This design comes from an exercise in tuning for small area and a short achievable clock period on the open sky130 flow, not from production work. RTL that was checked went through simulation tests only; none was proved equivalent to the original. No functional check of the RTL was part of run 1.

## flow/design.v (module list and top-level ports; edited modules follow where they fit)
// module IEEE754_Mult: 1031 lines
// module fa: 4 lines
module IEEE754_Mult
(
	input clock,
	input resetn,
	input [31:0] a,
	input [31:0] b,
	output [31:0] y
);
  // ...
==> flow/flow/run.sh <==
#!/bin/bash
set -euo pipefail
bash standard.sh SETUP_SLACK_MARGIN=7 TNS_END_PERCENT=1 "BUFFER_PORTS_ARGS=-buffer_cell sky130_fd_sc_hd__buf_2" finish > standard.log 2>&1
==> flow/standard.sh <==
#!/bin/bash
# synth_recipe.tcl (not shown) runs the flow's synth.tcl, then flattens the netlist and writes it again
# the make line also repeats each setting of config.mk as NAME=value (left out here)
make -C /OpenROAD-flow-scripts/flow DESIGN_CONFIG=/design/flow/config.mk WORK_HOME=/design/flow/orfs CLKGATE_MAP_FILE= SYNTH_SCRIPT=/design/flow/synth_recipe.tcl "${@:-finish}"
==> flow/config.mk <==
export PLATFORM = sky130hd
export DESIGN_NAME = IEEE754_Mult
export DESIGN_NICKNAME = IEEE754_Mult
export VERILOG_FILES = /design/flow/design.v
export SDC_FILE = /design/flow/constraint.sdc
export NUM_CORES = 4
export LEC_CHECK = 0
export CAP_MARGIN = 20
export CORE_MARGIN = 2
export CORE_UTILIZATION = 40
export SETUP_SLACK_MARGIN = 5
export SLEW_MARGIN = 20
export SYNTH_HIERARCHICAL = 1
==> flow/constraint.sdc <==
create_clock -name core_clock -period 11.0 [get_ports {clock}]
set_input_delay 2.2000 -clock core_clock [delete_from_list [all_inputs] [get_ports {clock}]]
set_output_delay 2.2000 -clock core_clock [all_outputs]
set_load 0.01 [all_outputs]
==> summary.md, run 1 <==
| Metric | Value |
|---|---|
| Post-Route M1 WL | 22.4 mm |
| Period utilization | 41.0% |
| Delay-heaviest family, CP | compound AO/OA/AOI/OAI gates |
| Largest net degree at the start of global routing | 39 |
| Max stage delay on crit path | 0.38 ns |
| Final net count | 2067 |
| Reg-to-Reg End | bs1[4] |
| Crit start category | flip-flop |
| Vias in the first global route | 13685 |
| Final non-filler cell total | 2178 |
| Share of cells above drive strength 1 | 21.8% |
| N_taps | 525 |
| Signal inverters | 72 |
| Buffers, non-clock | 186 |
| Ant. Diodes | 0 |
| Kind of critical path | flip-flop to output pin |
| Overflow after GRT | 0 |
| Grt met1 use | 34.6% |
| Avg WL per Cell | 24.9 um |
| WHS | 0.329 ns |
| CTS Hold Buffers Added | 0 |
| Hold crit path type | flip-flop to flip-flop |
| Die Width | 206 um |
| Die area | 42300 um2 |
| Most common cell on crit path | buf_6 |
| Detailed placer's ending HPWL | 34.8 mm |
| Fin. Hold Viols | 0 |
| Commonest cells after routing, fill and taps aside | xnor2_1 (286), fa_1 (234), a22oi_1 (232) |
| Status | timing/DRC/antenna clean |
| Worst slew pin tran | 0.608 ns |
| DP Area | 17400 um2 |
| Compound-Gate Fraction of Synth Area | 17.8% |
| Worst Skew | 0.0123 ns |
| Synth Net Count | 2013 |
| Data required, critical path | 8.80 ns |
| ClkCell Share | 2.98% |
| Met2 usage | 39.7% |
| Worst Hold Endpoint | e2[1] |
==> run 2: changes to the inputs <==
--- a/flow/design.v
+++ b/flow/design.v
@@ -9,17 +9,17 @@
 	reg        z1, s1;
 	reg [7:0]  e1;
 	reg [22:0] ma;
 	reg [11:0] one, two;
 	reg [10:0] bo;
 	always @(posedge clock) begin
 		z1 <= !resetn || a == 32'h00000000 || b == 32'h00000000;
 		s1 <= a[31] ^ b[31];
-		e1 <= a[30:23] + b[30:23] + 8'h81;
+		e1 <= (a[30:23] + b[30:23] + 8'd1) ^ 8'h80;
 		ma <= a[22:0];
 		bo <= {b[21], b[19], b[17], b[15], b[13], b[11], b[9], b[7], b[5], b[3], b[1]};
 		one[0] <= b[0] ^ 1'b0;
 		two[0] <= (b[1] & ~b[0] & ~1'b0) | (~b[1] & b[0] & 1'b0);
 		one[1] <= b[2] ^ b[1];
 		two[1] <= (b[3] & ~b[2] & ~b[1]) | (~b[3] & b[2] & b[1]);
 		one[2] <= b[4] ^ b[3];
 		two[2] <= (b[5] & ~b[4] & ~b[3]) | (~b[5] & b[4] & b[3]);
==> flow/flow/run.sh (replaced) <==
#!/bin/bash
set -euo pipefail
bash standard.sh SETUP_SLACK_MARGIN=7 TNS_END_PERCENT=1 "BUFFER_PORTS_ARGS=-buffer_cell sky130_fd_sc_hd__buf_2"  finish > standard.log 2>&1
==> flow/config.mk (replaced) <==
export PLATFORM = sky130hd
export DESIGN_NAME = IEEE754_Mult
export DESIGN_NICKNAME = IEEE754_Mult
export VERILOG_FILES = /design/flow/design.v
export SDC_FILE = /design/flow/constraint.sdc
export NUM_CORES = 4
export LEC_CHECK = 0
export CAP_MARGIN = 20
export CORE_MARGIN = 2
export CORE_UTILIZATION = 60
export CTS_BUF_LIST = sky130_fd_sc_hd__clkbuf_4 sky130_fd_sc_hd__clkbuf_8
export SETUP_SLACK_MARGIN = 5
export SLEW_MARGIN = 20
export SYNTH_HIERARCHICAL = 1
==> run 2 against run 1 <==
  * Global-route usage is 9.3 points higher
  * Maximum frequency is 6.4% lower
  * Routed wire length is 12% lower
  * Sequential cell count stayed put
  * Sequential share of layout area is 0.76 points higher
==> summary.md, run 2 <==
| Metric | Value |
|---|---|
| CTS sink cnt | 114 |
| Data required, critical path | 8.80 ns (about the same) |
| # DRC | 0 |
| Final setup TNS | 0 ns |
| Gr usage total | 34.7% |
| Avg WL per Cell | 24.7 um (-0.80%) |
| Mapped Avg Cell Area | 10.3 um2 |
| Worst-path clk slew | 0.11 ns |
| Count of cell types in the netlist | 49 |
| Core Box Area | 26200 um2 |
| First-iteration detailed-routing DRC count | 1391 |
| Worst R2R Path Depth | 14 |
| Max-capacitance violation count | 0 |
| Detailed-route via count | 12615 |
| Vias per cell | 6.50 |
| Largest regs | ma: 23 flops, one: 12 flops, two: 12 flops |
| Max stage delay on crit path | 0.35 ns (-0.03 ns) |
| Register with the most flip-flops | ma |
| Most common cell on crit path | buf_12 |
| Final non-filler cell total | 1940 (-11%) |
| Post-detailed-route count of antenna-violating nets | 0 |
| H-tree levels | 4 |
| DR pass1 iterations | 6 |
| Post-synth top cells | xnor2_1 (303), a22oi_1 (264), fa_1 (262), clkbuf_1 (125), dfxtp_1 (114) |
| Worst R2R Setup Slack | 6.23 ns |
| WP buf/inv | 4 |
| Clock Tree Buf Depth | 2 |
| Finished Core Util | 67.8% |
| Sequential area share after synthesis | 14.2% |
| Initial antenna violation count | 1 |
| Status | timing/DRC/antenna clean |
| Die area | 28200 um2 (-33%) |
| Clk latency of the worst-skew pair | 0.46 ns |
| Kind of critical path | flip-flop to output pin |
| Crit path DAT | 2.62 ns |
| Post-layout min period | 4.82 ns |
| Drt total wl | 47.9 mm |
| Hold Crit Depth | 0 |
| Most common cell after layout, fill and taps aside | xnor2_1 |
| Commonest cells after routing, fill and taps aside | xnor2_1 (303), fa_1 (240), a22oi_1 (232) |
| Worst rel slew slack | 46.4% |
| FFs w/ async S/R, synth | 0% |
| Synthesized flop and latch total | 114 |
| Worst path slowest cell | dfxtp_2 |
| P&R area growth vs syn | 10.4% |
| Vias in the first global route | 13323 (-2.6%) |
| Synth Flop Type | dfxtp_1 |
| Clk root buf | clkbuf_8 |
| Worst Skew | 0.0383 ns (+0.0260 ns) |
| Gp weighted congestion | 0.880 |
| CTS Buf Count | 17 |
| Post-synth EDFFs | 0 |
| Worst Setup End Kind | output pin |
| Reg2reg start | one[5] |
| Io pins | 98 |
| Top post-synthesis cells by area | fa_1 (33%), xnor2_1 (16%), dfxtp_1 (14%) |
| Crit start category | flip-flop |
| Detailed placer's ending HPWL | 31.7 mm (-9.1%) |
| Largest net degree at the start of global routing | 33 (-15%) |
| Achievable frequency | 208 MHz |
| Final net count | 2013 (-2.6%) |
| Overflow after GRT | 0 (unchanged) |
| RSZ-0062 raised after global routing | yes |
| Delay-heaviest family, CP | buffers and inverters |
| Fin. Hold Viols | 0 (unchanged) |
| Synth Net Count | 1979 (-1.7%) |
| Synth Instances | 1558 |
| Synth warnings | 7 |
| Final slew viol count | 0 |
| Dpl cells | 1894 |
| Die Width | 168 um (-18%) |
| Largest register FFs | 23 |
| Share of the synthesized area in the top cell type | 32.6% |
| CTS tree | done |
| WHS | 0.321 ns (-0.00799 ns) |
| First-pass GRT wire length | 74.8 mm |
| Site row count | 59 |
| Area leader, netlist | fa_1 |
| Die H | 168 um |
| Worst-path fanout max | 5 |
| IO Port Bufs | 97 |
| Worst Hold Endpoint | e2[5] |
| Count leader, synth | xnor2_1 |
| Hold crit path type | flip-flop to flip-flop |
| Post-Syn Area | 16100 um2 |
| Ant. Diodes | 0 (unchanged) |
| Share of cells above drive strength 1 | 17.6% (-4.3 points) |
| CP Cell Sequence | a211oi_4 -> buf_12 -> o21ai_4 -> and3_4 -> xnor2_4 -> buf_12 -> buf_4 -> or3_1 -> a21oi_1 -> buf_2 |
| Period utilization | 43.8% (+2.8 points) |
| CTS Hold Buffers Added | 0 (unchanged) |
| HP Start | e1[5] |
| # setup viols final | 0 |
| Reg-to-Reg End | bs1[4] |
| Worst slew pin tran | 0.803 ns (+0.196 ns) |
| Initial Utilization | 61.4% |
-- run 2: logic make-up after synthesis --
logic type / share of synthesized area (%)
DFF: 14.2
AOI/OAI and AO/OA: 17.1
buffers and inverters: 5.29
adders and majority gates: 39.8
and+or+nand+nor: 5.11
muxes: 0.622
xor gates and xnor gates: 17.9
-- run 2: stage by stage --
stage	worst slack, ns	instance area [um2]
2_1_floorplan	6.87	16800
3_3_place_gp	6.20	17100
3_5_place_dp	6.16	17100
4_1_cts	6.13	17700
5_1_grt	6.06	17800
6_report	6.18	17800
-- run 2: layer usage --
layer	wire [um]	up-vias	global-route usage [%]
met4	1260	2	11.2
met2	21700	766	54.0
met3	5220	123	9.31
li1	-	5434	-
met1	19700	6290	47.5
met5	10	-	0
-- run 2: how the worst max path moves through the flow --
| stage | from | endpoint | slack [ns] | cells after the start |
|---|---|---|---|---|
| finish | lp1 | y[28] | 6.18 | 10 |
| global route | lp1 | y[2] | 6.06 | 9 |
| CTS | bg0 | y[10] | 6.13 | 10 |
| detailed placement | one[4] | bs1[4] | 6.16 | 14 |
| global placement | bg0 | y[2] | 6.20 | 8 |
| floorplan | ma[10] | bs1[4] | 6.87 | 16 |
-- run 2: per-module statistics from Yosys (local to each module, per instance) --
module        area, um2  cells  copies in the design
fa                 20.0      1                   256
IEEE754_Mult      11000   1302                     1
-- run 2: layout make-up --
cell class / instances / area [um2]
Multi-Input combinational cell: 1221 / 13200
Tap cell: 335 / 419
Timing Repair Buffer: 161 / 1090
Fill cell: 2108 / 8440
Clock inverter: 13 / 173
Sequential cell: 114 / 2300
Clock buffer: 19 / 262
Inverter: 77 / 289
-- run 2: what timing repair did --
action	in CTS	in global routing
gates resized for setup	17	8
pin swaps	8	3
cloned	3	1
setup endpoints to repair	60	60
setup buffers	8	2
==> run 3: changes to the inputs <==
--- a/flow/config.mk
+++ b/flow/config.mk
@@ -7,8 +7,8 @@
 export LEC_CHECK = 0
 export CAP_MARGIN = 20
 export CORE_MARGIN = 2
-export CORE_UTILIZATION = 60
+export CORE_UTILIZATION = 40
 export CTS_BUF_LIST = sky130_fd_sc_hd__clkbuf_4 sky130_fd_sc_hd__clkbuf_8
 export SETUP_SLACK_MARGIN = 5
-export SLEW_MARGIN = 20
+export SLEW_MARGIN = 75
 export SYNTH_HIERARCHICAL = 1
==> run 3 against run 2 <==
  * Core utilization decreased by 22 points
  * Sequential cell count unchanged
  * Count of clock-buffer cells in the layout decreased by 2
  * Clock skew decreased by 0.023 ns
  * Die area increased by 49%
  * Critical endpoint unchanged
  * Global-route usage decreased by 11 points
  * Register-to-register slack improved by 0.12 ns
==> summary.md, run 3 <==
| Metric | Value |
|---|---|
| Max Used Layer | met4 |
| Worst-path fanout max | 6 (+1) |
| Area leader, netlist | fa_1 |
| Largest regs | ma: 23 flops, one: 12 flops, two: 12 flops |
| Mapped Avg Cell Area | 10.3 um2 (unchanged) |
| Most common cell after layout, fill and taps aside | xnor2_1 |
| Clock Tree Buf Depth | 2 (unchanged) |
| Crit path DAT | 2.54 ns (-0.08 ns) |
| Top post-synthesis cells by area | fa_1 (33%), xnor2_1 (16%), dfxtp_1 (14%) |
| Die H | 205 um (+22%) |
| Post-detailed-route count of antenna-violating nets | 0 (unchanged) |
| Drt total wl | 48.8 mm (+1.8%) |
| Max-capacitance violation count | 0 (unchanged) |
| # DRC | 0 (unchanged) |
| Sequential area share after synthesis | 14.2% (unchanged) |
| Vias in the first global route | 13454 (+0.98%) |
| Synthesized flop and latch total | 114 (unchanged) |
| Post-synth top cells | xnor2_1 (303), a22oi_1 (264), fa_1 (262), clkbuf_1 (125), dfxtp_1 (114) |
| P&R area growth vs syn | 14.1% |
| Post-Route M1 WL | 20.3 mm (+2.8%) |
| Synth Net Count | 1979 (unchanged) |
| Initial Utilization | 40.5% (-21 points) |
| Kind of critical path | flip-flop to output pin |
| Clk latency of the worst-skew pair | 0.45 ns (about the same) |
| Largest register FFs | 23 (unchanged) |
| Met3 wire length | 4.86 mm (-6.8%) |
| Status | timing/DRC/antenna clean |
| Post-synth EDFFs | 0 (unchanged) |
| Fin. Hold Viols | 0 (unchanged) |
| Detailed-route via count | 12701 (+0.68%) |
| Data required, critical path | 8.80 ns (about the same) |
| Final net count | 2031 (+0.89%) |
| Share of the synthesized area in the top cell type | 32.6% (unchanged) |
| Count leader, synth | xnor2_1 |
| Achievable frequency | 211 MHz (+1.6%) |
| Avg WL per Cell | 22.7 um (-8.1%) |
| Worst rel slew slack | 73.9% (+27 points) |
| Worst slew pin tran | 0.392 ns (-0.412 ns) |
| IO Port Bufs | 97 (unchanged) |
| WHS | 0.326 ns (+0.00533 ns) |
| Initial antenna violation count | 0 (-1) |
| Hold crit path type | flip-flop to flip-flop |
| Gr usage total | 23.7% (-11 points) |
| First-iteration detailed-routing DRC count | 1009 (-27%) |
| Largest net degree at the start of global routing | 33 (unchanged) |
| CTS tree | done |
| Crit start category | flip-flop |
| DP Area | 17700 um2 (+4.0%) |
| Post-route design area | 18400 um2 (+3.4%) |
| # setup viols final | 0 (unchanged) |
| Site row count | 73 (+24%) |
| Io pins | 98 (unchanged) |
| Synth Flop Type | dfxtp_1 |
| CTS Hold Buffers Added | 0 (unchanged) |
| Overflow after GRT | 0 (unchanged) |
| Period utilization | 43.1% (-0.71 points) |
| First-pass GRT wire length | 76.2 mm (+2.0%) |
| Synth Instances | 1558 (unchanged) |
| Synth warnings | 7 (unchanged) |
| CTS sink cnt | 114 (unchanged) |
| H-tree levels | 4 (unchanged) |
| Vias per cell | 5.91 (-9.1%) |
| RSZ-0062 raised after global routing | yes |
| Post-layout min period | 4.74 ns (-0.0781 ns) |
| DR pass1 iterations | 6 (unchanged) |
| FFs w/ async S/R, synth | 0% (unchanged) |
| Core Box Area | 39700 um2 (+52%) |
| Final setup TNS | 0 ns (unchanged) |
| Worst-path clk slew | 0.08 ns (-0.03 ns) |
| Final WS setup | 6.26 ns (+0.0781 ns) |
| Die Width | 205 um (+22%) |
| Post-Syn Area | 16100 um2 (unchanged) |
| Gp weighted congestion | 0.867 (-1.4%) |
| Register with the most flip-flops | ma |
| Die area | 41900 um2 (+49%) |
| Detailed placer's ending HPWL | 33.1 mm (+4.6%) |
| Clk root buf | clkbuf_8 |
| Share of cells above drive strength 1 | 18.9% (+1.3 points) |
| CTS Buf Count | 17 (unchanged) |
| Final slew viol count | 0 (unchanged) |
| Count of cell types in the netlist | 49 (unchanged) |
| Routed length on met2 | 22.3 mm (+2.8%) |
| Worst Setup End Kind | output pin |
| Worst R2R Setup Slack | 6.35 ns (+0.12 ns) |
| Ant. Diodes | 0 (unchanged) |
| Worst Skew | 0.0148 ns (-0.0235 ns) |
| Worst slack at placement | 6.40 ns (+0.245 ns) |
| Commonest cells after routing, fill and taps aside | xnor2_1 (303), fa_1 (239), a22oi_1 (232) |
[run 3: final cells by class]
| class | count | area (um2) |
|---|---|---|
| Clock buffer | 17 | 234 |
| Clock inverter | 15 | 148 |
| Fill cell | 3730 | 21400 |
| Inverter | 77 | 289 |
| Multi-Input combinational cell | 1221 | 13300 |
| Sequential cell | 114 | 2320 |
| Tap cell | 525 | 657 |
| Timing Repair Buffer | 179 | 1450 |
[run 3: path summary, 6_finish.rpt]
kind,start,endpoint,depth (start not counted)
hold reg to reg,s1,s2,0
hold / removal,s1,s2,0
setup reg to reg,ma[19],bg0,14
setup / recovery,bg2,y[28],9
[run 3: kinds of logic (layout without fill, tap and decap cells)]
kind of cell | Yosys count | after routing | share of synthesized area [%]
simple gates | 147 | 147 | 5.11
xor+xnor | 327 | 327 | 17.9
fa+ha+maj | 355 | 355 | 39.8
buf+inv | 223 | 288 | 5.29
mux | 10 | 10 | 0.622
compound gates | 382 | 382 | 17.1
flops | 114 | 114 | 14.2
[run 3: what timing repair did]
item                       in CTS  in global routing
gates cloned                    0                  1
resized for setup               8                  7
setup endpoints to repair      51                 54
setup buffers                   4                 10
pin swaps                       2                  4
[run 3: worst max-delay path, cell delays in order (launching register included)]
cell	delay, ns
dfxtp_2	0.35
or2_4	0.24
a21o_1	0.19
and3_4	0.20
xnor2_4	0.17
buf_6	0.14
buf_4	0.14
or3_1	0.37
a21oi_2	0.15
buf_2	0.14
[run 3: modules after synthesis, one instance, submodules excluded]
module | times used | flops+latches | cells inside | area, um2
IEEE754_Mult | 1 | 114 | 1302 | 11000
fa | 256 | 0 | 1 | 20.0
[run 3: through the flow]
step	util, %	std cells
after CTS	45.7	2136
after floorplan	-	1558
after global routing	46.2	2148
after global placement	43.6	2086
after detailed placement	44.7	2100
final	46.2	2148
[run 3: routing by layer]
layer / track usage [%] / up-vias
met5: 0 / -
li1: - / 5467
met2: 36.6 / 679
met4: 8.93 / 0
met3: 6.27 / 121
met1: 31.7 / 6434
==> run 4: changes to the inputs <==
--- a/flow/config.mk
+++ b/flow/config.mk
@@ -10,5 +10,5 @@
 export CORE_UTILIZATION = 40
 export CTS_BUF_LIST = sky130_fd_sc_hd__clkbuf_4 sky130_fd_sc_hd__clkbuf_8
 export SETUP_SLACK_MARGIN = 5
-export SLEW_MARGIN = 75
+export SLEW_MARGIN = 20
 export SYNTH_HIERARCHICAL = 1
==> run 4 against run 3 <==
  * Die area is the same
  * Critical path type unchanged
  * Still clean on timing, DRC and antenna
  * Worst hold slack gained 0.0051 ns
  * Final cell count down 0.74%
  * Non-clock buffer count decreased by 17
  * Sequential cell count unchanged
  * Final area is 1.7% lower
  * Synthesized cell count unchanged
  * Sequential share of layout area grew 0.23 points
==> summary.md, run 4 <==
| Metric | Value |
|---|---|
| Reg-to-Reg End | bg0 |
| Site row count | 73 (unchanged) |
| Largest register FFs | 23 (unchanged) |
| Core Box Area | 39700 um2 (unchanged) |
| Period utilization | 42.4% (-0.66 points) |
| Largest net degree at the start of global routing | 33 (unchanged) |
| FFs w/ async S/R, synth | 0% (unchanged) |
| Worst R2R Setup Slack | 6.36 ns (about the same) |
| Area of the multi-input gates | 13300 um2 (-0.14%) |
| Synth Instances | 1558 (unchanged) |
| Sequential cell area | 2320 um2 (+0.11%) |
| P&R area growth vs syn | 12.2% |
| Commonest cells after routing, fill and taps aside | xnor2_1 (303), fa_1 (240), a22oi_1 (232) |
| Reg2reg start | ma[19] |
| Delay-heaviest family, CP | simple AND/OR/NAND/NOR gates |
| Worst Setup End Kind | output pin |
| Mapped Avg Cell Area | 10.3 um2 (unchanged) |
| Post-detailed-route count of antenna-violating nets | 0 (unchanged) |
| # DRC | 0 (unchanged) |
| CTS Buf Count | 17 (unchanged) |
| Max stage delay on crit path | 0.37 ns (about the same) |
| Kind of critical path | flip-flop to output pin |
| Synth warnings | 7 (unchanged) |
| CTS tree | done |
| Data required, critical path | 8.80 ns (about the same) |
| Die Width | 205 um (unchanged) |
| Gp weighted congestion | 0.867 (unchanged) |
| Avg WL per Cell | 22.8 um (+0.56%) |
| Fin. Hold Viols | 0 (unchanged) |
| Worst-path clk slew | 0.09 ns (about the same) |
| Gr usage total | 23.7% (+0.057 points) |
| Overflow after GRT | 0 (unchanged) |
| Crit path DAT | 2.46 ns (-0.08 ns) |
| Most common cell after layout, fill and taps aside | xnor2_1 |
| Last element of the critical path | y[25] |
| Register with the most flip-flops | ma |
| DR pass1 iterations | 6 (unchanged) |
| Worst slew pin tran | 0.771 ns (+0.379 ns) |
| Detailed placer's ending HPWL | 32.1 mm (-3.1%) |
| Share of the synthesized area in the top cell type | 32.6% (unchanged) |
| H-tree levels | 4 (unchanged) |
| Worst path slowest cell | dfxtp_4 |
| Worst Skew | 0.0169 ns (+0.00212 ns) |
| Final setup TNS | 0 ns (unchanged) |
| IO Port Bufs | 97 (unchanged) |
| Die H | 205 um (unchanged) |
| Achievable frequency | 214 MHz (+1.5%) |
| Clk root buf | clkbuf_8 |
| WP buf/inv | 3 (unchanged) |
| # setup viols final | 0 (unchanged) |
| First-pass GRT wire length | 76.3 mm (about the same) |
| Vias in the first global route | 13323 (-0.97%) |
| Status | timing/DRC/antenna clean |
| Die area | 41900 um2 (unchanged) |
| CTS Hold Buffers Added | 0 (unchanged) |
| Drt total wl | 48.7 mm (-0.18%) |
| Final net count | 2014 (-0.84%) |
| Worst slack at placement | 5.87 ns (-0.531 ns) |
| Area leader, netlist | fa_1 |
| Share of cells above drive strength 1 | 17.8% (-1.0 points) |
| Sequential area share after synthesis | 14.2% (unchanged) |
| Initial Utilization | 40.5% (unchanged) |
| CP Cell Sequence | or2_4 -> a21o_1 -> and3_4 -> xnor2_4 -> buf_6 -> buf_4 -> or3_1 -> a21oi_2 -> buf_2 |
| First-iteration detailed-routing DRC count | 1032 (+2.3%) |
| Clock Tree Buf Depth | 2 (unchanged) |
| Vias per cell | 5.86 (-0.93%) |
| Synth Flop Type | dfxtp_1 |
| Largest regs | ma: 23 flops, one: 12 flops, two: 12 flops |
| Count leader, synth | xnor2_1 |
| Post-Syn Area | 16100 um2 (unchanged) |
| Io pins | 98 (unchanged) |
| Synth Net Count | 1979 (unchanged) |
| Post-route design area | 18100 um2 (-1.7%) |
| Final slew viol count | 0 (unchanged) |
| CP Depth | 9 (unchanged) |
| Worst rel slew slack | 48.6% (-25 points) |
| DP Area | 17300 um2 (-2.4%) |
| CTS sink cnt | 114 (unchanged) |
| Clk latency of the worst-skew pair | 0.45 ns (about the same) |
| Top post-synthesis cells by area | fa_1 (33%), xnor2_1 (16%), dfxtp_1 (14%) |
| Max-capacitance violation count | 0 (unchanged) |
| Crit start category | flip-flop |
| Detailed-route via count | 12489 (-1.7%) |
| Count of cell types in the netlist | 49 (unchanged) |
| Worst R2R Path Depth | 13 (-1) |
| RSZ-0062 raised after global routing | yes |
| Initial antenna violation count | 2 (+2) |
| Post-synth EDFFs | 0 (unchanged) |
| Post-synth top cells | xnor2_1 (303), a22oi_1 (264), fa_1 (262), clkbuf_1 (125), dfxtp_1 (114) |
| Post-layout min period | 4.66 ns (-0.0722 ns) |
| Worst-path fanout max | 4 (-2) |
| Final WS setup | 6.34 ns (+0.0722 ns) |
| Synthesized flop and latch total | 114 (unchanged) |
| # fillers | 3785 (+1.5%) |
| Hold crit path type | flip-flop to flip-flop |
| Worst setup startpoint | bg2 |
[run 4: area by class of cell]
cell class | count | area share (%)
well taps | 525 | 3.64
diodes | 1 | 0.0139
inverters | 77 | 1.60
flip-flops and latches | 114 | 12.9
clock inverters | 14 | 0.935
multi-input cells | 1221 | 73.4
clock buffers | 18 | 1.37
repair buffers | 162 | 6.15
[run 4: Yosys stat by module, one instance, submodules excluded]
| module | copies in the design | cells | flip-flops and latches |
|---|---|---|---|
| fa | 256 | 1 | 0 |
| IEEE754_Mult | 1 | 1302 | 114 |
[run 4: routing by layer]
metal  track usage, %  up-vias  part of all wire (%)
met1             31.6     6322                    42
met3             6.38       76                   9.9
met5                0        -                     0
li1                 -     5441                     -
met2             37.9      650                    47
met4             6.60        0                   1.4
[run 4: cells by family (layout without fill, tap and decap cells)]
logic type | after synthesis | in the layout | synth area share, %
other | 0 | 1 | 0
xor gates and xnor gates | 327 | 327 | 17.9
AOI/OAI and AO/OA | 382 | 382 | 17.1
muxes | 10 | 10 | 0.622
adders and majority gates | 355 | 355 | 39.8
and+or+nand+nor | 147 | 147 | 5.11
DFF | 114 | 114 | 14.2
buffers and inverters | 223 | 271 | 5.29
[run 4: per-stage QoR]
step,std cells,util (%),hold WS [ns]
2_1_floorplan,1558,-,0.310
3_3_place_gp,2086,43.6,0.312
3_5_place_dp,2086,43.6,0.312
4_1_cts,2130,45.2,0.328
5_1_grt,2131,45.4,0.330
6_report,2132,45.5,0.331
[run 4: worst min-delay path by stage]
stage               start  cells after the start    end
floorplan           e1[0]                      0  e2[0]
global placement       s1                      0     s2
detailed placement  e1[7]                      0  e2[7]
CTS                 e1[6]                      0  e2[6]
global route        e1[6]                      0  e2[6]
finish              e1[6]                      0  e2[6]
[run 4: timing repair]
item                                    CTS  global route
endpoints found under the setup margin   57            58
gates cloned                              2             0
setup buffers                            10             1
pin swaps                                15             9
resized for setup                        29            22
==> run 5: changes to the inputs <==
==> flow/flow/run.sh (replaced) <==
#!/bin/bash
set -euo pipefail
bash standard.sh SETUP_SLACK_MARGIN=6.6 TNS_END_PERCENT=100 "BUFFER_PORTS_ARGS=-buffer_cell sky130_fd_sc_hd__buf_2"  finish > standard.log 2>&1
==> run 5 against run 4 <==
  * Still clean
  * Synthesized cell count unchanged
  * Routed wire length up 12%
  * Final cell count up 2.5%
  * Worst hold slack better by 0.00054 ns
  * Critical path type unchanged
  * Critical endpoint is now y[27]
==> summary.md, run 5 <==
| Metric | Value |
|---|---|
| CTS Hold Buffers Added | 0 (unchanged) |
| Area leader, netlist | fa_1 |
| Worst slew pin tran | 0.490 ns (-0.281 ns) |
| Detailed placer's ending HPWL | 32.5 mm (+1.1%) |
| First-pass GRT wire length | 79.4 mm (+4.2%) |
| First-iteration detailed-routing DRC count | 1539 (+49%) |
| Post-Syn Area | 16100 um2 (unchanged) |
| Worst rel slew slack | 67.0% (+18 points) |
| CTS tree | done |
| Share of cells above drive strength 1 | 24.2% (+6.3 points) |
| Detailed-route via count | 13365 (+7.0%) |
| CTS Buf Count | 17 (unchanged) |
| Crit start category | flip-flop |
| Max stage delay on crit path | 0.35 ns (-0.02 ns) |
| Worst Setup End Kind | output pin |
| Clk root buf | clkbuf_8 |
| Overflow after GRT | 0 (unchanged) |
| Drt total wl | 54.6 mm (+12%) |
| Synth warnings | 7 (unchanged) |
| CTS sink cnt | 114 (unchanged) |
| # setup viols final | 0 (unchanged) |
| Synth Net Count | 1979 (unchanged) |
| Vias per cell | 6.12 (+4.4%) |
| Sequential area share after synthesis | 14.2% (unchanged) |
| Worst Skew | 0.0257 ns (+0.00875 ns) |
| Ant. Diodes | 0 (-1) |
| Synthesized flop and latch total | 114 (unchanged) |
| IO Port Bufs | 97 (unchanged) |
| Final net count | 2068 (+2.7%) |
| Worst-path fanout max | 5 (+1) |
| Mapped Avg Cell Area | 10.3 um2 (unchanged) |
| Hold crit path type | flip-flop to flip-flop |
| Largest regs | ma: 23 flops, one: 12 flops, two: 12 flops |
| Clock Tree Buf Depth | 2 (unchanged) |
| RSZ-0062 raised after global routing | yes |
| Gr usage total | 24.8% (+1.1 points) |
| DR pass1 iterations | 7 (+1) |
| Worst-path clk slew | 0.09 ns (about the same) |
| Crit path DAT | 2.51 ns (+0.05 ns) |
| Post-synth top cells | xnor2_1 (303), a22oi_1 (264), fa_1 (262), clkbuf_1 (125), dfxtp_1 (114) |
| Dpl cells | 2086 (unchanged) |
| Initial antenna violation count | 0 (-2) |
| Core Box Area | 39700 um2 (unchanged) |
| Achievable frequency | 212 MHz (-0.89%) |
| Final setup TNS | 0 ns (unchanged) |
| H-tree levels | 4 (unchanged) |
| Count leader, synth | xnor2_1 |
| FFs w/ async S/R, synth | 0% (unchanged) |
| Final non-filler cell total | 2185 (+2.5%) |
| Synth Flop Type | dfxtp_1 |
| Largest net degree at the start of global routing | 33 (unchanged) |
| Die area | 41900 um2 (unchanged) |
| Data required, critical path | 8.80 ns (about the same) |
| Post-layout min period | 4.71 ns (+0.0420 ns) |
| Vias in the first global route | 13607 (+2.1%) |
| Share of the synthesized area in the top cell type | 32.6% (unchanged) |
| Kind of critical path | flip-flop to output pin |
| Final slew viol count | 0 (unchanged) |
| Site row count | 73 (unchanged) |
| Most common cell after layout, fill and taps aside | xnor2_1 |
| Max-capacitance violation count | 0 (unchanged) |
| Commonest cells after routing, fill and taps aside | xnor2_1 (297), fa_1 (229), a22oi_1 (227) |
| Synth Instances | 1558 (unchanged) |
| Io pins | 98 (unchanged) |
| Top post-synthesis cells by area | fa_1 (33%), xnor2_1 (16%), dfxtp_1 (14%) |
| P&R area growth vs syn | 21.8% |
| Post-synth EDFFs | 0 (unchanged) |
| Post-detailed-route count of antenna-violating nets | 0 (unchanged) |
| Avg WL per Cell | 25.0 um (+9.5%) |
| Initial Utilization | 40.5% (unchanged) |
| # fillers | 3574 (-5.6%) |
| Count of cell types in the netlist | 49 (unchanged) |
| Gp weighted congestion | 0.872 (+0.51%) |
| Period utilization | 42.8% (+0.38 points) |
| Register with the most flip-flops | ma |
| Largest register FFs | 23 (unchanged) |
| CP Cell Sequence | a211oi_4 -> buf_6 -> o21ai_4 -> and3_4 -> xnor2_4 -> buf_6 -> buf_6 -> or3_1 -> a21oi_1 -> buf_2 |
| Status | timing/DRC/antenna clean |
| Finished Core Util | 49.3% (+3.9 points) |
| Worst path slowest cell | dfxtp_2 |
| Die H | 205 um (unchanged) |
| Fin. Hold Viols | 0 (unchanged) |
| # DRC | 0 (unchanged) |
| Most common cell on crit path | buf_6 |
| Die Width | 205 um (unchanged) |
| Clk latency of the worst-skew pair | 0.48 ns (+0.03 ns) |
==> run 5: what timing repair did <==
item / 4_1_cts / 5_1_grt
cloned: 9 / 14
hold endpoints to repair: 0 / 0
setup buffers: 23 / 21
pin swaps: 34 / 55
setup endpoints to repair: 54 / 38
gates resized for setup: 177 / 132
==> run 5: final cells by class <==
| type | instances | area, um2 | area share, % |
|---|---|---|---|
| Timing Repair Buffer | 216 | 2410 | 12.3 |
| Multi-Input combinational cell | 1221 | 13500 | 68.7 |
| Clock buffer | 17 | 234 | 1.19 |
| Clock inverter | 15 | 165 | 0.843 |
| Sequential cell | 114 | 2390 | 12.2 |
| Tap cell | 525 | 657 | 3.35 |
| Inverter | 77 | 289 | 1.47 |
==> run 5: per-stage QoR <==
step	area (um2)	worst slack, ns	hold WS, ns
6_report	19600	6.29	0.332
3_3_place_gp	17100	5.91	0.311
3_5_place_dp	17100	5.79	0.314
4_1_cts	18600	6.24	0.334
2_1_floorplan	16100	6.60	0.310
5_1_grt	19600	6.20	0.333
==> run 5: path summary, 6_finish.rpt <==
check | end | startpoint | slack, ns | cells after the start
worst max-delay path | y[27] | lg0 | 6.29 | 10
worst min-delay path | e2[3] | e1[3] | 0.33 | 0
worst max register to register | bs2[4] | ma[16] | 6.59 | 16
worst min register to register | e2[3] | e1[3] | 0.33 | 0
==> run 5: logic make-up after synthesis <==
kind of cell,share of synthesized area (%)
buf+inv,5.29
simple gates,5.11
fa+ha+maj,39.8
compound gates,17.1
mux,0.622
flops,14.2
xor+xnor,17.9
==> run 5: per-layer routing <==
metal  wire length, um  GRT usage, %
met1             21500          33.7
met2             24300          39.0
met3              6450          5.41
met4              2360          8.70
met5                 0             0
==> run 5: critical path: cells and delay by family, from the launching register on <==
kind | cells | cell delay, ns
compound gates | 3 | 0.44
xor+xnor | 1 | 0.15
buf+inv | 4 | 0.60
flops | 1 | 0.35
simple gates | 2 | 0.51
==> run 5: modules after synthesis, one instance, submodules excluded <==
module	flops+latches	copies in the design	cells inside
fa	0	256	1
IEEE754_Mult	114	1	1302
==> run 6: changes to the inputs <==
==> flow/flow/run.sh (replaced) <==
#!/bin/bash
set -euo pipefail
bash standard.sh SETUP_SLACK_MARGIN=6.4 TNS_END_PERCENT=100 "BUFFER_PORTS_ARGS=-buffer_cell sky130_fd_sc_hd__buf_2"  finish > standard.log 2>&1
==> run 6 against run 5 <==
  * Still clean on timing, DRC and antenna
  * Via count down 5.5%
  * Critical path depth is 1 lower
  * Non-clock buffer count down 39
==> summary.md, run 6 <==
| Metric | Value |
|---|---|
| Hold crit path type | flip-flop to flip-flop |
| Share of cells above drive strength 1 | 17.0% (-7.1 points) |
| Synth Instances | 1558 (unchanged) |
| Synth warnings | 7 (unchanged) |
| HP Start | e1[1] |
| Fin. Hold Viols | 0 (unchanged) |
| Area of the multi-input gates | 13100 um2 (-2.4%) |
| Count of cell types in the netlist | 49 (unchanged) |
| CTS Hold Buffers Added | 0 (unchanged) |
| Avg WL per Cell | 23.0 um (-8.2%) |
| Worst-path fanout max | 8 (+3) |
| Synth Net Count | 1979 (unchanged) |
| # DRC | 0 (unchanged) |
| # setup viols final | 0 (unchanged) |
| Achievable frequency | 217 MHz (+1.9%) |
| Vias per cell | 5.88 (-3.8%) |
| Crit path DAT | 2.42 ns (-0.09 ns) |
| CP Cell Sequence | or2_4 -> a21o_1 -> and3_4 -> xnor2_4 -> buf_6 -> clkbuf_16 -> a221oi_1 -> o31a_1 -> buf_2 |
| Top post-synthesis cells by area | fa_1 (33%), xnor2_1 (16%), dfxtp_1 (14%) |
| Sequential area share after synthesis | 14.2% (unchanged) |
| Die H | 205 um (unchanged) |
| Post-layout min period | 4.62 ns (-0.0882 ns) |
| Largest regs | ma: 23 flops, one: 12 flops, two: 12 flops |
| First-pass GRT wire length | 75.4 mm (-5.0%) |
| Area leader, netlist | fa_1 |
| Initial antenna violation count | 1 (+1) |
| Sequential cell area | 2350 um2 (-1.8%) |
| Gr usage total | 23.4% (-1.5 points) |
| CTS sink cnt | 114 (unchanged) |
| Overflow after GRT | 0 (unchanged) |
| Synth Flop Type | dfxtp_1 |
| IO Port Bufs | 97 (unchanged) |
| Post-synth top cells | xnor2_1 (303), a22oi_1 (264), fa_1 (262), clkbuf_1 (125), dfxtp_1 (114) |
| Post-route design area | 18400 um2 (-6.2%) |
| First-iteration detailed-routing DRC count | 1189 (-23%) |
| Die area | 41900 um2 (unchanged) |
| Detailed placer's ending HPWL | 32.6 mm (+0.36%) |
| Worst path slowest cell | dfxtp_4 |
| RSZ-0062 raised after global routing | yes |
| Synthesized flop and latch total | 114 (unchanged) |
| Initial Utilization | 40.5% (unchanged) |
| Share of the synthesized area in the top cell type | 32.6% (unchanged) |
| Final setup TNS | 0 ns (unchanged) |
| Commonest cells after routing, fill and taps aside | xnor2_1 (302), fa_1 (259), a22oi_1 (254) |
| Status | timing/DRC/antenna clean |
| DP Area | 17100 um2 (about the same) |
| Worst Skew | 0.0221 ns (-0.00361 ns) |
| Crit start category | flip-flop |
| DR pass1 iterations | 6 (-1) |
| Vias in the first global route | 13270 (-2.5%) |
| Max-capacitance violation count | 0 (unchanged) |
| Most common cell after layout, fill and taps aside | xnor2_1 |
| Final slew viol count | 0 (unchanged) |
| Clock Tree Buf Depth | 2 (unchanged) |
| Ant. Diodes | 0 (unchanged) |
| H-tree levels | 4 (unchanged) |
| P&R area growth vs syn | 14.3% |
| Gp weighted congestion | 0.927 (+6.3%) |
| Die Width | 205 um (unchanged) |
| Clk latency of the worst-skew pair | 0.46 ns (-0.02 ns) |
| Worst setup startpoint | bg2 |
| Post-detailed-route count of antenna-violating nets | 0 (unchanged) |
| Core Box Area | 39700 um2 (unchanged) |
| # fillers | 3733 (+4.4%) |
| Delay-heaviest family, CP | compound AO/OA/AOI/OAI gates |
| Detailed-route via count | 12627 (-5.5%) |
| Worst-path clk slew | 0.08 ns (about the same) |
| FFs w/ async S/R, synth | 0% (unchanged) |
| Count leader, synth | xnor2_1 |
| Data required, critical path | 8.80 ns (about the same) |
| CTS Buf Count | 17 (unchanged) |
| Io pins | 98 (unchanged) |
| Worst slew pin tran | 0.793 ns (+0.304 ns) |
| Final net count | 2029 (-1.9%) |
| Post-Syn Area | 16100 um2 (unchanged) |
| Reg2reg start | ma[14] |
| Register with the most flip-flops | ma |
| Kind of critical path | flip-flop to output pin |
| Drt total wl | 49.3 mm (-9.8%) |
| Post-synth EDFFs | 0 (unchanged) |
| Period utilization | 42.0% (-0.80 points) |
| Site row count | 73 (unchanged) |
| Worst Setup End Kind | output pin |
| Mapped Avg Cell Area | 10.3 um2 (unchanged) |
| Max stage delay on crit path | 0.36 ns (about the same) |
| WP buf/inv | 3 (-1) |
| Largest net degree at the start of global routing | 33 (unchanged) |
| CTS tree | done |
| Largest register FFs | 23 (unchanged) |
| Clk root buf | clkbuf_8 |
| Worst rel slew slack | 47.1% (-20 points) |
[run 6: cell count changes in the layout (fill, tap and decap cells not counted), sizes merged]
| cell | change |
|---|---|
| bufinv | +1 |
| clkbuf | -7 |
| bufbuf | -7 |
| clkinvlp | -1 |
| buf | -25 |
[run 6: area by class of cell]
type,count,share of cell area [%]
clock inverters,15,0.993
inverters,77,1.57
clock buffers,17,1.27
well taps,525,3.57
multi-input cells,1221,71.4
repair buffers,177,8.41
flip-flops and latches,114,12.8
[run 6: worst paths after layout]
path	slack [ns]	to	cells after the start
setup / recovery	6.38	y[18]	9
setup reg to reg	6.47	bg0	14
hold / removal	0.33	e2[1]	0
hold reg to reg	0.33	e2[1]	0
[run 6: cell families after synthesis]
logic type / synth area share [%]
AO/OA/AOI/OAI: 17.1
adder cells (fa/ha/maj): 39.8
XOR/XNOR: 17.9
buffers and inverters: 5.29
AND/OR/NAND/NOR: 5.11
flip-flops: 14.2
multiplexers: 0.622
[run 6: layer usage]
| metal | up-vias | wire (um) | GRT usage [%] |
|---|---|---|---|
| li1 | 5464 | - | - |
| met1 | 6420 | 21100 | 32.4 |
| met2 | 650 | 22700 | 37.3 |
| met3 | 93 | 4370 | 4.55 |
| met4 | 0 | 1150 | 6.11 |
| met5 | - | 0 | 0 |
[run 6: stage by stage]
stage                     hold WS (ns)  setup WS (ns)  utilization, %  cells
final                            0.334           6.38            46.3   2146
after global routing             0.342           6.28            46.3   2146
after CTS                        0.338           6.33            44.9   2131
after detailed placement         0.314           5.70            42.9   2084
after global placement           0.311           5.70            42.9   2084
after floorplan                  0.310           6.41               -   1558
[run 6: Yosys stat by module (local to each module, per instance)]
module | cells inside | copies in the design | flip-flops and latches | area (um2)
fa | 1 | 256 | 0 | 20.0
IEEE754_Mult | 1302 | 1 | 114 | 11000
[run 6: timing repair]
item,in CTS,in global routing
pin swaps,15,25
endpoints found under the setup margin,47,33
resized for setup,72,88
cloned,1,6
setup buffers,14,9
==> run 7: changes to the inputs <==
==> flow/flow/run.sh (replaced) <==
#!/bin/bash
set -euo pipefail
bash standard.sh SETUP_SLACK_MARGIN=7 TNS_END_PERCENT=1 "BUFFER_PORTS_ARGS=-buffer_cell sky130_fd_sc_hd__buf_2"  finish > standard.log 2>&1
--- a/flow/config.mk
+++ b/flow/config.mk
@@ -8,7 +8,9 @@
 export CAP_MARGIN = 20
 export CORE_MARGIN = 2
 export CORE_UTILIZATION = 40
-export CTS_BUF_LIST = sky130_fd_sc_hd__clkbuf_4 sky130_fd_sc_hd__clkbuf_8
+export CTS_BUF_LIST = sky130_fd_sc_hd__clkbuf_16
+export CTS_CLUSTER_DIAMETER = 400
+export CTS_CLUSTER_SIZE = 60
 export SETUP_SLACK_MARGIN = 5
 export SLEW_MARGIN = 20
 export SYNTH_HIERARCHICAL = 1
==> run 7 against run 6 <==
  * Still clean on timing, DRC and antenna
  * Routed wire length decreased by 0.50%
  * Final cell count shrank 0.56%
  * Register-to-register slack lost 0.04 ns
  * Via count decreased by 0.70%
  * Sequential share of layout area shrank 0.10 points
  * Highest routed layer is now met5
==> summary.md, run 7 <==
| Metric | Value |
|---|---|
| Clk latency of the worst-skew pair | 0.43 ns (-0.03 ns) |
| DR pass1 iterations | 8 (+2) |
| IO Port Bufs | 97 (unchanged) |
| Synth Area in Adders | 39.8% (unchanged) |
| Finished Core Util | 46.2% (-0.12 points) |
| Most common cell after layout, fill and taps aside | xnor2_1 |
| Mapped Avg Cell Area | 10.3 um2 (unchanged) |
| Final setup TNS | 0 ns (unchanged) |
| Die H | 205 um (unchanged) |
| Initial antenna violation count | 1 (unchanged) |
| First-iteration detailed-routing DRC count | 1159 (-2.5%) |
| CTS Hold Buffers Added | 0 (unchanged) |
| Vias per cell | 5.88 (-0.15%) |
| CP Cell Sequence | or2_4 -> a21o_1 -> and3_4 -> xnor2_4 -> buf_6 -> buf_4 -> or3_1 -> a21oi_2 -> buf_2 |
| # fillers | 3749 (+0.43%) |
| Detailed-route via count | 12538 (-0.70%) |
| Gr usage total | 23.8% (+0.41 points) |
| Worst-path clk slew | 0.06 ns (-0.02 ns) |
| Post-synth EDFFs | 0 (unchanged) |
| Period utilization | 42.1% (+0.089 points) |
| Gp weighted congestion | 0.867 (-6.4%) |
| Drt total wl | 49.0 mm (-0.50%) |
| Top post-synthesis cells by area | fa_1 (33%), xnor2_1 (16%), dfxtp_1 (14%) |
| Max stage delay on crit path | 0.36 ns (about the same) |
| Delay-heaviest family, CP | simple AND/OR/NAND/NOR gates |
| Overflow after GRT | 0 (unchanged) |
| Synth Instances | 1558 (unchanged) |
| Sequential area share after synthesis | 14.2% (unchanged) |
| Data required, critical path | 8.80 ns (about the same) |
| Achievable frequency | 216 MHz (-0.21%) |
| Final net count | 2017 (-0.59%) |
| Worst R2R Path Depth | 14 (unchanged) |
| Io pins | 98 (unchanged) |
| Post-Synth Simple-Gate Area | 5.11% (unchanged) |
| # DRC | 0 (unchanged) |
| Post-detailed-route count of antenna-violating nets | 0 (unchanged) |
| P&R area growth vs syn | 14.0% |
| Worst Skew | 0.0171 ns (-0.00500 ns) |
| Clk root buf | clkbuf_16 |
| FFs w/ async S/R, synth | 0% (unchanged) |
| Register with the most flip-flops | ma |
| Core Box Area | 39700 um2 (unchanged) |
| Worst rel slew slack | 48.6% (+1.5 points) |
| Worst Setup End Kind | output pin |
| Worst path slowest cell | dfxtp_4 |
| Area of the multi-input gates | 13300 um2 (+0.98%) |
| Worst-path fanout max | 4 (-4) |
| Reg-to-Reg End | bg0 |
| # setup viols final | 0 (unchanged) |
| Reg2reg start | two[2] |
| CTS sink cnt | 114 (unchanged) |
| First-pass GRT wire length | 76.6 mm (+1.5%) |
| Ant. Diodes | 0 (unchanged) |
| Clock Tree Buf Depth | 2 (unchanged) |
| Crit path DAT | 2.43 ns (about the same) |
| Synth warnings | 7 (unchanged) |
| Initial Utilization | 40.5% (unchanged) |
| Share of cells above drive strength 1 | 18.0% (+0.93 points) |
| WP buf/inv | 3 (unchanged) |
| Worst Hold Endpoint | e2[6] |
| Die Width | 205 um (unchanged) |
| Crit start category | flip-flop |
| Largest net degree at the start of global routing | 33 (unchanged) |
| Avg WL per Cell | 23.0 um (about the same) |
| Post-layout min period | 4.63 ns (+0.00974 ns) |
| Hold crit path type | flip-flop to flip-flop |
| Synth Net Count | 1979 (unchanged) |
| Kind of critical path | flip-flop to output pin |
| Post-synth top cells | xnor2_1 (303), a22oi_1 (264), fa_1 (262), clkbuf_1 (125), dfxtp_1 (114) |
| Area leader, netlist | fa_1 |
| Final slew viol count | 0 (unchanged) |
| Status | timing/DRC/antenna clean |
| Largest family of logic cells by synthesized area | adder cells |
| Site row count | 73 (unchanged) |
| HP Start | e1[6] |
| Synth Flop Type | dfxtp_1 |
| Share of the synthesized area in the top cell type | 32.6% (unchanged) |
| Synthesized flop and latch total | 114 (unchanged) |
| Largest regs | ma: 23 flops, one: 12 flops, two: 12 flops |
| Die area | 41900 um2 (unchanged) |
| Commonest cells after routing, fill and taps aside | xnor2_1 (303), fa_1 (240), a22oi_1 (232) |
| Count of cell types in the netlist | 49 (unchanged) |
| Sequential cell area | 2320 um2 (-1.1%) |
| Worst R2R Setup Slack | 6.43 ns (-0.04 ns) |
| Hold Crit Depth | 0 (unchanged) |
| Fin. Hold Viols | 0 (unchanged) |
| Detailed placer's ending HPWL | 32.1 mm (-1.4%) |
| RSZ-0062 raised after global routing | yes |
| Worst slew pin tran | 0.771 ns (-0.0225 ns) |
| H-tree levels | 4 (unchanged) |
| CTS Buf Count | 17 (unchanged) |
| Largest register FFs | 23 (unchanged) |
| Max-capacitance violation count | 0 (unchanged) |
| Mux contribution to synthesized area | 0.622% (unchanged) |
| CTS tree | done |
| Compound-Gate Fraction of Synth Area | 17.1% (unchanged) |
| Post-Syn Area | 16100 um2 (unchanged) |
| Final WS setup | 6.37 ns (-0.00974 ns) |
| Vias in the first global route | 13389 (+0.90%) |
| Count leader, synth | xnor2_1 |
| Synth Area in XOR/XNOR | 17.9% (unchanged) |
| Worst slack at placement | 5.87 ns (+0.170 ns) |
[run 7: cell counts after synthesis]
No cell type changed its count.
[run 7: kinds of logic (layout without fill, tap and decap cells)]
kind of cell	after synthesis	after routing
muxes	10	10
AOI/OAI and AO/OA	382	382
buffers and inverters	223	274
DFF	114	114
adders and majority gates	355	355
and+or+nand+nor	147	147
xor gates and xnor gates	327	327
[run 7: per-layer routing]
| layer | up-vias | wire length, um | global-route usage, % |
|---|---|---|---|
| met5 | - | 13 | 0 |
| met4 | 2 | 1000 | 6.83 |
| met3 | 87 | 4690 | 5.62 |
| met2 | 652 | 22800 | 38.1 |
| met1 | 6347 | 20500 | 32.0 |
| li1 | 5450 | - | - |
[run 7: worst max path at each step]
stage / endpoint / cells past startpoint / slack (ns) / startpoint
6_report: y[25] / 9 / 6.37 / bg2
3_3_place_gp: lp1 / 10 / 5.88 / one[0]
2_1_floorplan: bs1[4] / 16 / 6.87 / ma[10]
4_1_cts: y[8] / 9 / 6.36 / bg2
3_5_place_dp: lp1 / 10 / 5.87 / one[0]
5_1_grt: y[24] / 10 / 6.29 / bg2
[run 7: modules after synthesis, one instance, submodules excluded]
module        area, um2  flip-flops and latches  times used  cells inside
IEEE754_Mult      11000                     114           1          1302
fa                 20.0                       0         256             1
[run 7: what timing repair did]
item	CTS	global route
pin swaps	15	9
cloned	2	0
buffers inserted	10	4
resized for setup	30	38
endpoints found under the setup margin	57	57
[run 7: final cells by class]
cell class,instances,share of cell area [%]
multi-input cells,1221,72.3
flip-flops and latches,114,12.7
repair buffers,165,6.62
well taps,525,3.58
clock buffers,17,2.32
inverters,77,1.58
clock inverters,15,0.941
[run 7: per-stage QoR]
step	hold WS [ns]	area, um2	cells
2_1_floorplan	0.310	16800	1558
3_3_place_gp	0.312	17300	2086
3_5_place_dp	0.312	17300	2086
4_1_cts	0.325	18100	2130
5_1_grt	0.328	18300	2134
6_report	0.327	18300	2134

re-timing with driven ports:
The flow's constraints put no driver on any port. The routed layouts listed below were extracted and timed again, unchanged, in two steps.
Step 1 assumes that a clkbuf_16 drives the clock port and a buf_2 every other input.
Step 2 times the ports against the registers' clock, not the clock port: input delays grow and output delays shrink by t, the midpoint of the rising clock arrivals with the driver on.
Three values: ideal ports, drivers, drivers and shift; two values: the first two.
run	shift t [ns]	slack for setup (ns)	worst setup path at the end	slew at the worst register clock pin (ns)
run 1	0.461	6.492 / 6.446 / 6.562	register to register	0.06 / 0.06
run 2	0.497	6.185 / 6.133 / 6.231	register to register	0.11 / 0.11
run 3	0.484	6.263 / 6.219 / 6.354	register to register	0.09 / 0.09
run 4	0.483	6.335 / 6.294 / 6.358	register to register	0.09 / 0.09
run 5	0.504	6.293 / 6.253 / 6.590	register to register	0.11 / 0.11
run 6	0.492	6.381 / 6.336 / 6.470	register to register	0.10 / 0.10
run 7	0.460	6.372 / 6.329 / 6.433	register to register	0.07 / 0.07
After both steps setup and hold are still met in every run listed.
